This design comes from an exercise in tuning for small area on the open sky130 flow, not from production work. The RTL was checked by simulation tests, not by an equivalence proof against the original design. Power is estimated from default activity; no workload was simulated.

<file path="flow/design.v">
`timescale 1ns / 1ps
module FIFO_shift_reg_beh
#(
    parameter FIFO_width = 32,
    parameter FIFO_depth = 10                    
 )
(
    output reg [FIFO_width - 1 : 0] dataOut,
    output empty, full,
    input readEnable, writeEnable,
    input [FIFO_width - 1 : 0] dataIn,
    input enable, reset, clk
    );
    reg [FIFO_width - 1 : 0] slot [0 : FIFO_depth - 1];
    reg [5:0] count;
    wire [FIFO_depth : 0] at;
    assign at[0]  = ~count[5] & ~count[0];
    assign at[1]  =  count[0] & ~count[1];
    assign at[2]  =  count[1] & ~count[2];
    assign at[3]  =  count[2] & ~count[3];
    assign at[4]  =  count[3] & ~count[4];
    assign at[5]  =  count[4] & ~count[5];
    assign at[6]  =  count[5] &  count[0];
    assign at[7]  = ~count[0] &  count[1];
    assign at[8]  = ~count[1] &  count[2];
    assign at[9]  = ~count[2] &  count[3];
    assign at[10] = ~count[3] &  count[4];
    assign empty = at[0];
    assign full  = at[FIFO_depth];
    wire doRead  = readEnable & ~empty;
    wire doWrite = writeEnable & ~full & ~doRead;
    integer i;
    always @(posedge clk)
        if (enable & ~reset & doWrite) begin
            slot[0] <= dataIn;
            for (i = 1; i < FIFO_depth; i = i + 1)
                slot[i] <= slot[i-1];
        end
    reg [FIFO_width - 1 : 0] oldest;
    always @(*) begin
        oldest = {FIFO_width{1'b0}};
        for (i = 0; i < FIFO_depth; i = i + 1)
            oldest = oldest | (slot[i] & {FIFO_width{at[i+1]}});
    end
    always @(posedge clk)
        if (enable) begin
            if (reset) begin
                count <= 6'b000000;
                dataOut <= {FIFO_width{1'b0}};
            end else if (doRead) begin
                count <= {~count[0], count[5:1]};
                dataOut <= oldest;
            end else if (doWrite)
                count <= {count[4:0], ~count[5]};
        end
endmodule
</file>
<file path="flow/flow/run.sh">
#!/bin/bash
# The standard layout, with two changes:
#  - after the standard synthesis, the logic between its registers is replaced by the
#    hand-mapped netlist gen_netlist.py writes (the registers stay as synthesis made them);
#  - every input and output port gets the smallest buffer, sky130_fd_sc_hd__buf_1.
# Each tool's output goes to a log of its own in this folder.
set -euo pipefail
R=orfs/results/${FLOW_PLATFORM}/FIFO_shift_reg_beh/base
export BUFFER_PORTS_ARGS="-buffer_cell sky130_fd_sc_hd__buf_1"
bash standard.sh synth > synth.log 2>&1
cp $R/1_2_yosys.v standard_1_2_yosys.v
if python3 flow/gen_netlist.py standard_1_2_yosys.v $R/1_2_yosys.v > gen_netlist.log 2>&1; then
  rm -f $R/1_synth.odb $R/1_synth.sdc
fi
bash standard.sh finish > layout.log 2>&1
</file>
<file path="flow/flow/gen_netlist.py">
#!/usr/bin/env python3
"""Write the gate netlist of FIFO_shift_reg_beh (32 x 10, Johnson-coded count) by hand.

usage: gen_netlist.py STANDARD_NETLIST OUT_NETLIST

The registers are the standard synthesis's: the same instances, names and cell types, read
from STANDARD_NETLIST. Only the logic between them is written here, as the RTL states it:
dataOut's sum of products over the ten slots becomes three a222oi, a nand2 and a nand4 per bit.
If the standard netlist's registers are not the ones expected, OUT_NETLIST is left as it is.
"""
import re
import sys

W, D = 32, 10
P = "sky130_fd_sc_hd__"


def main():
    std, out = sys.argv[1], sys.argv[2]
    text = open(std).read()
    regs = {}
    for m in re.finditer(r"\b" + P + r"(\w+)\s+(\\\S+|\w+)\s*\(", text):
        cell, name = m.group(1), m.group(2).lstrip("\\")
        if "df" in cell:
            stem = name.rpartition("$")[0] if "$_" in name else name
            regs[stem] = (name, cell)
    want = [f"count[{k}]" for k in range(6)] + [f"dataOut[{b}]" for b in range(W)] + [
        f"slot[{i}][{b}]" for i in range(D) for b in range(W)
    ]
    if sorted(regs) != sorted(want) or any(c != "edfxtp_1" for _, c in regs.values()):
        print("standard registers differ from the expected ones; netlist left unchanged")
        print(sorted(set(regs) ^ set(want))[:10], {c for _, c in regs.values()})
        return 1

    cells = []
    wires = []

    def cell(typ, pins):
        cells.append((typ, pins))

    def inst_name(n):
        return "\\" + n + " "

    def flop(reg, d, de, q):
        cells.append(("edfxtp_1", dict(CLK="clk", D=d, DE=de, Q=q), inst_name(regs[reg][0])))

    def wire(n):
        wires.append(n)
        return n

    cq = [wire(f"cq{k}") for k in range(6)]
    for n in ["doRead", "doWrite", "shiftEn", "outEn", "cntEn", "ncq0", "ncq5"]:
        wire(n)
    cell("nor2_1", dict(A=cq[5], B=cq[0], Y="empty"))
    cell("nor2b_1", dict(A=cq[3], B_N=cq[4], Y="full"))
    cell("o21a_1", dict(A1=cq[5], A2=cq[0], B1="readEnable", X="doRead"))
    cell("nor3b_1", dict(A="full", B="doRead", C_N="writeEnable", Y="doWrite"))
    cell("and3b_1", dict(A_N="reset", B="enable", C="doWrite", X="shiftEn"))
    cell("o21a_1", dict(A1="reset", A2="doRead", B1="enable", X="outEn"))
    cell("o31a_1", dict(A1="reset", A2="doRead", A3="doWrite", B1="enable", X="cntEn"))
    cell("inv_1", dict(A=cq[0], Y="ncq0"))
    cell("inv_1", dict(A=cq[5], Y="ncq5"))
    for k in range(6):
        up = "ncq5" if k == 0 else cq[k - 1]
        down = "ncq0" if k == 5 else cq[k + 1]
        m, d = wire(f"cm{k}"), wire(f"cd{k}")
        cell("mux2i_1", dict(A0=up, A1=down, S="doRead", Y=m))
        cell("nor2_1", dict(A=m, B="reset", Y=d))
        flop(f"count[{k}]", d, "cntEn", cq[k])

    # s[k]: count == k and no reset, k = 1 .. 10
    s = [None] + [wire(f"sel{k}") for k in range(1, D + 1)]
    for k in range(1, 6):
        cell("nor3b_1", dict(A=cq[k], B="reset", C_N=cq[k - 1], Y=s[k]))
    cell("and3b_1", dict(A_N="reset", B=cq[5], C=cq[0], X=s[6]))
    for k in range(7, 11):
        cell("nor3b_1", dict(A=cq[k - 7], B="reset", C_N=cq[k - 6], Y=s[k]))

    sq = [[wire(f"sq{i}_{b}") for b in range(W)] for i in range(D)]
    for i in range(D):
        for b in range(W):
            flop(f"slot[{i}][{b}]", f"dataIn[{b}]" if i == 0 else sq[i - 1][b], "shiftEn", sq[i][b])

    for b in range(W):
        g = [wire(f"g{j}_{b}") for j in range(4)]
        d = wire(f"od{b}")
        cell("a222oi_1", dict(A1=s[1], A2=sq[0][b], B1=s[2], B2=sq[1][b], C1=s[3], C2=sq[2][b], Y=g[0]))
        cell("a222oi_1", dict(A1=s[4], A2=sq[3][b], B1=s[5], B2=sq[4][b], C1=s[6], C2=sq[5][b], Y=g[1]))
        cell("a222oi_1", dict(A1=s[7], A2=sq[6][b], B1=s[8], B2=sq[7][b], C1=s[9], C2=sq[8][b], Y=g[2]))
        cell("nand2_1", dict(A=s[10], B=sq[9][b], Y=g[3]))
        cell("nand4_1", dict(A=g[0], B=g[1], C=g[2], D=g[3], Y=d))
        flop(f"dataOut[{b}]", d, "outEn", f"dataOut[{b}]")

    o = []
    o.append("module FIFO_shift_reg_beh(dataOut, empty, full, readEnable, writeEnable, dataIn, enable, reset, clk);")
    o.append("  output [31:0] dataOut;\n  output empty;\n  output full;\n  input readEnable;\n  input writeEnable;")
    o.append("  input [31:0] dataIn;\n  input enable;\n  input reset;\n  input clk;")
    o.append("  wire [31:0] dataOut;\n  wire empty;\n  wire full;\n  wire readEnable;\n  wire writeEnable;")
    o.append("  wire [31:0] dataIn;\n  wire enable;\n  wire reset;\n  wire clk;")
    for w in wires:
        o.append(f"  wire {w};")
    n = 0
    for c in cells:
        typ, pins = c[0], c[1]
        name = c[2] if len(c) > 2 else f"g_{n}"
        n += 1
        conn = ", ".join(f".{p}({v})" for p, v in pins.items())
        o.append(f"  {P}{typ} {name}({conn});")
    o.append("endmodule")
    open(out, "w").write("\n".join(o) + "\n")
    print(f"wrote {out}: {len(cells)} cells")
    return 0


if __name__ == "__main__":
    sys.exit(main())
</file>
<file path="flow/standard.sh">
#!/bin/bash
# synth_recipe.tcl (not shown) runs the flow's synth.tcl, then flattens the netlist and writes it again
# the make line also repeats each setting of config.mk as NAME=value (left out here)
make -C /OpenROAD-flow-scripts/flow DESIGN_CONFIG=/design/flow/config.mk WORK_HOME=/design/flow/orfs CLKGATE_MAP_FILE= SYNTH_SCRIPT=/design/flow/synth_recipe.tcl "${@:-finish}"
</file>
<file path="flow/config.mk">
export PLATFORM = sky130hd
export DESIGN_NAME = FIFO_shift_reg_beh
export DESIGN_NICKNAME = FIFO_shift_reg_beh
export VERILOG_FILES = /design/flow/design.v
export SDC_FILE = /design/flow/constraint.sdc
export NUM_CORES = 4
export LEC_CHECK = 0
export CAP_MARGIN = 20
export CORE_MARGIN = 2
export CORE_UTILIZATION = 40
export CTS_BUF_LIST = sky130_fd_sc_hd__clkbuf_16
export CTS_CLUSTER_DIAMETER = 80
export CTS_CLUSTER_SIZE = 30
export PLACE_DENSITY = 0.6
export SLEW_MARGIN = 20
</file>
<file path="flow/constraint.sdc">
create_clock -name core_clock -period 5.0 [get_ports {clk}]
set_input_delay 1.0000 -clock core_clock [delete_from_list [all_inputs] [get_ports {clk}]]
set_output_delay 1.0000 -clock core_clock [all_outputs]
set_load 0.01 [all_outputs]
</file>
==> results of run 1 <==
path summary, 6_finish.rpt:
check                                  from     endpoint
worst max-delay path               count[5]  slot[4][23]
worst min-delay path            slot[6][18]  slot[7][18]
worst max register to register     count[5]  slot[4][23]
worst min register to register  slot[6][18]  slot[7][18]
routing by layer:
metal	vias to the layer above	share of wire, %
met3	24	8.0
met4	0	1.3
met1	3320	43
li1	2694	-
met5	-	0
met2	315	48
layout make-up:
type	instances	area (sq um)	area share (%)
multi-input cells	189	1550	11.3
flip-flops and latches	358	10800	78.3
clock buffers	17	425	3.10
inverters	2	7.51	0.0547
repair buffers	86	433	3.15
well taps	396	495	3.61
clock inverters	3	66.3	0.483
sequential cells by signal, summed over array words and instances (netlist names):
name and count:
slot 320, dataOut 32, count 6
metrics by stage:
stage | util (%) | worst slack [ns]
2_1_floorplan | - | 0.416
3_3_place_gp | 43.6 | 1.81
3_5_place_dp | 43.6 | 1.66
4_1_cts | 45.2 | 2.11
5_1_grt | 45.2 | 1.92
6_report | 45.2 | 2.09
cell usage in the layout (no fill, tap or decap):
master,n
nor3b_2,9
o31a_1,1
and3b_2,1
nor2_1,7
buf_1,70
nand4_1,32
buf_4,12
clkbuf_16,17
mux2i_1,6
inv_1,2
clkinv_8,1
nor3b_1,1
a222oi_1,96
inv_16,1
nand2_1,32
bufinv_16,1
and3b_4,1
edfxtp_1,358
nor2b_1,1
o21a_4,1
buf_12,4
o21a_1,1
power by group through the flow:
stage	Clock, mW	Combinational, mW	Sequential, mW
after floorplan	0	0.133	3.49
after global placement	0	0.250	3.49
after detailed placement	0	0.257	3.50
after CTS	1.61	0.257	3.43
after global routing	1.70	0.277	3.44
final	1.56	0.254	3.43
==> flow_summary.yaml, run 1 <==
status:
  status: "no timing/DRC/antenna violations"
floorplanning:
  io_pins: 71
  fp.dieH_um: 179
  rows: 64
  fp.dieArea_sq_um: 32000
  coreArea_sq_um: 30300
  start_util_pct: 40.4
  die_w_um: 179
routing:
  vias: 6353
  drt-wirelength-per-cell_um: 24.2
  ant_nets: 0
  finalWirelength_mm: 25.4
  drtPass1Iterations: 7
  drtIter0Drc: 1233
  drc: 0
  avgViaCountPerCell: 6.04
sta:
  fin_tns_setup_ns: 0
  drv_slew: 0
  setup_violations: 0
  finalHoldViolations: 0
  fmax_mhz: 344
  skew_ns: 0.0169
  tightest_slew_ns: 0.954
  rsz0062_at_grt: "false"
  final.period_utilization_pct: 58.2
  min_period_ns: 2.91
  max_slew_margin_pct: 36.4
  worst_hold_slack_ns: 0.450
grt:
  grt_pass1_vias: 6338
  use_met1_pct: 22.8
  top_usage_layer: "met2"
  grt_max_degree: 87
  antenna_found_initial: 0
  grt.total_usage_pct: 15.6
  use_met2_pct: 25.0
  use_met3_pct: 2.10
  grt_pass1_wl_mm: 37.9
  overflow: 0
clock_network:
  clkSlewWorstSetupHoldPaths_ns: 0.12
  ctsLongestPathBuffers: 3
  hold_buffers: 0
  postCtsSetupBuffers: 0
  clk_latency_ns: 0.51
  cts.sinks: 358
  cts_htree_levels: 1
  cts_resized: 0
  cts_tree: "built"
  cts_made_buffers: 16
  cts_root_buf: "clkbuf_16"
layout:
  fin_area_sq_um: 13700
  num_antenna_cells: 0
  final_layout_size_suffix_gt1_share_pct: 7.33
  num-nets-final: 690
  finalNonFillerCells: 1051
  area_delta_synth_final_pct: 12.1
  fill_cells: 2510
setup_path:
  rr_worst_depth: 4
  startpoint_type: "flip-flop"
  cp_num_cells: 4
  cp_data_required_time_ns: 5.17
  worstPathMaxFanout: 86
  cp_top_family: "simple AND/OR/NAND/NOR gates"
  cp_slowest_cell: "and3b_4"
  crit_arrival_ns: 3.08
  rrSetupSlack_ns: 2.09
  max_stage_delay_ns: 0.79
  worstPathCellList: "o21a_1, nor3b_1, and3b_4, buf_12"
  crit_path_end_kind: "flip-flop"
  cp.buffers_inverters: 1
  critPathKind: "flip-flop to flip-flop"
job:
  maxCapViolCount: 0
pwr:
  power_frac_comb_pct: 4.8
  p_seq_share_pct: 65.4
  switchingPower_mw: 1.09
  power_frac_clock_pct: 29.7
  ir_drop_v: 0.000193
  power_mw: 5.24
  power_per_cell_area_nw_per_um2: 382
  p_leak_nw: 4.10
  switching_share_pct: 20.8
  internal_power_mw: 4.15
hold_path:
  holdPathStages: 0
  hold_path_class: "flip-flop to flip-flop"
synthesis:
  syn_inst: 549
  yosys_warnings: 2
  syn_area_sq_um: 12200
  synthesis.nets: 586
  syn_avg_cell_area_sq_um: 22.3
place:
  placed_area_sq_um: 13200
  place.port_buffers: 70
  dpl.cell_count: 1031
  hpwl_mm: 13.4
  gp_congestion: 0.723
==> inputs of run 2 (changes only) <==
--- a/flow/flow/run.sh
+++ b/flow/flow/run.sh
@@ -7,6 +7,7 @@
 set -euo pipefail
 R=orfs/results/${FLOW_PLATFORM}/FIFO_shift_reg_beh/base
 export BUFFER_PORTS_ARGS="-buffer_cell sky130_fd_sc_hd__buf_1"
+export CTS_ARGS="-sink_clustering_enable -repair_clock_nets -sink_clustering_size 30 -sink_clustering_max_diameter 80 -buf_list {sky130_fd_sc_hd__clkbuf_8 sky130_fd_sc_hd__clkbuf_16} -dont_use_dummy_load"
 bash standard.sh synth > synth.log 2>&1
 cp $R/1_2_yosys.v standard_1_2_yosys.v
 if python3 flow/gen_netlist.py standard_1_2_yosys.v $R/1_2_yosys.v > gen_netlist.log 2>&1; then
==> run 2 against run 1 <==
Still clean. Wire length down 0.15%. Combinational power about the same. Final cell count down 0.38%. Non-clock buffer count unchanged. Clock power down about 10%. Clock skew up 0.023 ns. Largest cell class unchanged.
==> flow_summary.yaml, run 2 <==
layout:
  seqCellArea_sq_um: 10800
  finalNonFillerCells: 1047
  final_layout_size_suffix_gt1_share_pct: 6.76
  fill_cells: 2520
  reg_top3: "slot: 320 flops, dataOut: 32 flops, count: 6 flops"
  final_common_cell: "edfxtp_1"
  final_cell_mix: "edfxtp_1 (358), a222oi_1 (96), buf_1 (70)"
  largest_reg_flops: 320
  multiInputGateArea_sq_um: 1550
  num-nets-final: 690
  area_delta_synth_final_pct: 11.3
  num_antenna_cells: 0
  top_register: "slot"
sta:
  worst_hold_slack_ns: 0.417
  fmax_mhz: 345
  rsz0062_at_grt: "false"
  finalHoldViolations: 0
  final.period_utilization_pct: 57.9
  max_slew_margin_pct: 35.5
  drv_slew: 0
  min_period_ns: 2.90
  tightest_slew_ns: 0.967
  fin_tns_setup_ns: 0
  skew_ns: 0.0401
  setup_violations: 0
clock_network:
  cts.sinks: 358
  hold_buffers: 0
  cts_resized: 0
  cts_made_buffers: 16
  cts_tree: "built"
  clk_latency_ns: 0.51
  clkSlewWorstSetupHoldPaths_ns: 0.11
  cts_root_buf: "clkbuf_16"
  postCtsSetupBuffers: 0
  cts_htree_levels: 1
  ctsLongestPathBuffers: 3
setup_path:
  r2r_start: "count[5]"
  worstPathMaxFanout: 86
  rr_worst_depth: 4
  crit_arrival_ns: 3.05
  crit_path_end_kind: "flip-flop"
  r2r-end: "slot[5][31]"
  worstPathCellList: "o21a_1, nor3b_1, and3b_4, buf_12"
  cp_data_required_time_ns: 5.16
  max_stage_delay_ns: 0.79
  cp_slowest_cell: "and3b_4"
  critPathKind: "flip-flop to flip-flop"
  rrSetupSlack_ns: 2.10
  startpoint_type: "flip-flop"
pwr:
  ir_drop_v: 0.000190
  power_per_cell_area_nw_per_um2: 373
  power_mw: 5.08
  p_leak_nw: 4.06
floorplanning:
  start_util_pct: 40.4
  rows: 64
  fp.dieH_um: 179
  fp.dieArea_sq_um: 32000
  io_pins: 71
  coreArea_sq_um: 30300
  die_w_um: 179
routing:
  vias: 6361
  drc: 0
  drtIter0Drc: 1191
  ant_nets: 0
  drtPass1Iterations: 10
  finalWirelength_mm: 25.4
  drt-wirelength-per-cell_um: 24.2
  avgViaCountPerCell: 6.08
grt:
  antenna_found_initial: 0
  grt_max_degree: 87
  overflow: 0
  grt.total_usage_pct: 15.5
  grt_pass1_wl_mm: 37.8
  grt_pass1_vias: 6334
hold_path:
  hold_path_end: "slot[7][18]"
  hold_start: "slot[6][18]"
  hold_path_class: "flip-flop to flip-flop"
  holdPathStages: 0
synthesis:
  syn_area_sq_um: 12200
  syn_avg_cell_area_sq_um: 22.3
  yosys_warnings: 2
  syn_inst: 549
  synthesis.nets: 586
place:
  place.port_buffers: 70
  dpl.cell_count: 1031
  hpwl_mm: 13.4
  gp_congestion: 0.723
job:
  maxCapViolCount: 0
status:
  status: "no timing/DRC/antenna violations"
## run 2: cell types whose count changed in the layout (fill, tap and decap cells not counted), sizes merged
cell    change
bufinv      -1
clkbuf      -1
clkinv      -1
inv         -1
## run 2: final cells by class
| cell class | count | share of cell area [%] |
|---|---|---|
| flip-flops and latches | 358 | 78.8 |
| well taps | 396 | 3.63 |
| inverters | 2 | 0.0551 |
| multi-input cells | 189 | 11.4 |
| repair buffers | 86 | 3.18 |
| clock buffers | 16 | 2.94 |
## run 2: worst max path at each step
stage | start | endpoint | slack, ns | cells after the start
3_5_place_dp | readEnable | slot[0][10] | 1.66 | 5
6_report | count[5] | slot[5][31] | 2.10 | 4
2_1_floorplan | readEnable | slot[0][0] | 0.42 | 3
3_3_place_gp | reset | dataOut[11] | 1.81 | 4
4_1_cts | count[5] | slot[4][20] | 2.11 | 4
5_1_grt | count[5] | slot[7][10] | 1.93 | 4
## run 2: layer usage
metal | track usage (%) | up-vias | share of wire, %
li1 | - | 2693 | -
met1 | 22.9 | 3293 | 42
met2 | 24.9 | 344 | 48
met3 | 2.04 | 31 | 8.6
met4 | 3.49 | 0 | 1.5
met5 | 0 | - | 0
## run 2: critical path: cells and delay by family (launching register included)
family	cells	cell delay (ns)
AND/OR/NAND/NOR	2	1.12
flip-flops	1	0.52
buffers and inverters	1	0.44
AO/OA/AOI/OAI	1	0.39
## run 2: power by group
group          switching (mW)  total, mW  internal, mW
clock                   0.820       1.40         0.579
sequential             0.0463       3.43          3.38
combinational           0.170      0.254        0.0837
total                    1.04       5.08          4.05
## run 2: per-stage QoR
step	utilization, %	setup WS (ns)	area [sq um]
after global placement	43.6	1.81	13200
after floorplan	-	0.416	12300
final	44.9	2.10	13600
after CTS	44.9	2.11	13600
after global routing	44.9	1.93	13600
after detailed placement	43.6	1.66	13200

-- port drivers added, routing unchanged --
The flow's constraints put no driver on any port. The routed layouts listed below were extracted and timed again, unchanged, in two steps. Step 1 sets driving cells, clkbuf_16 on the clock port and buf_2 on the other inputs (assumed; they add their load-dependent delay and slew). Step 2 also shifts input and output timing later by t, the mid clock arrival at the registers, as if the neighbouring blocks saw the same clock. Slacks: no drivers / after step 1 / after step 2; pairs: no drivers / after step 1.
run | t (ns) | setup slack, ns | cell pins on the clock port's net
run 1 | 0.555 | 2.092 / 2.092 / 1.661 | 1
run 2 | 0.536 | 2.105 / 2.105 / 1.681 | 1
After both steps every run listed still meets setup and hold. The setup slack of run 1, which loses most, moves by 0.000 ns with the drivers and by -0.431 ns with both steps.
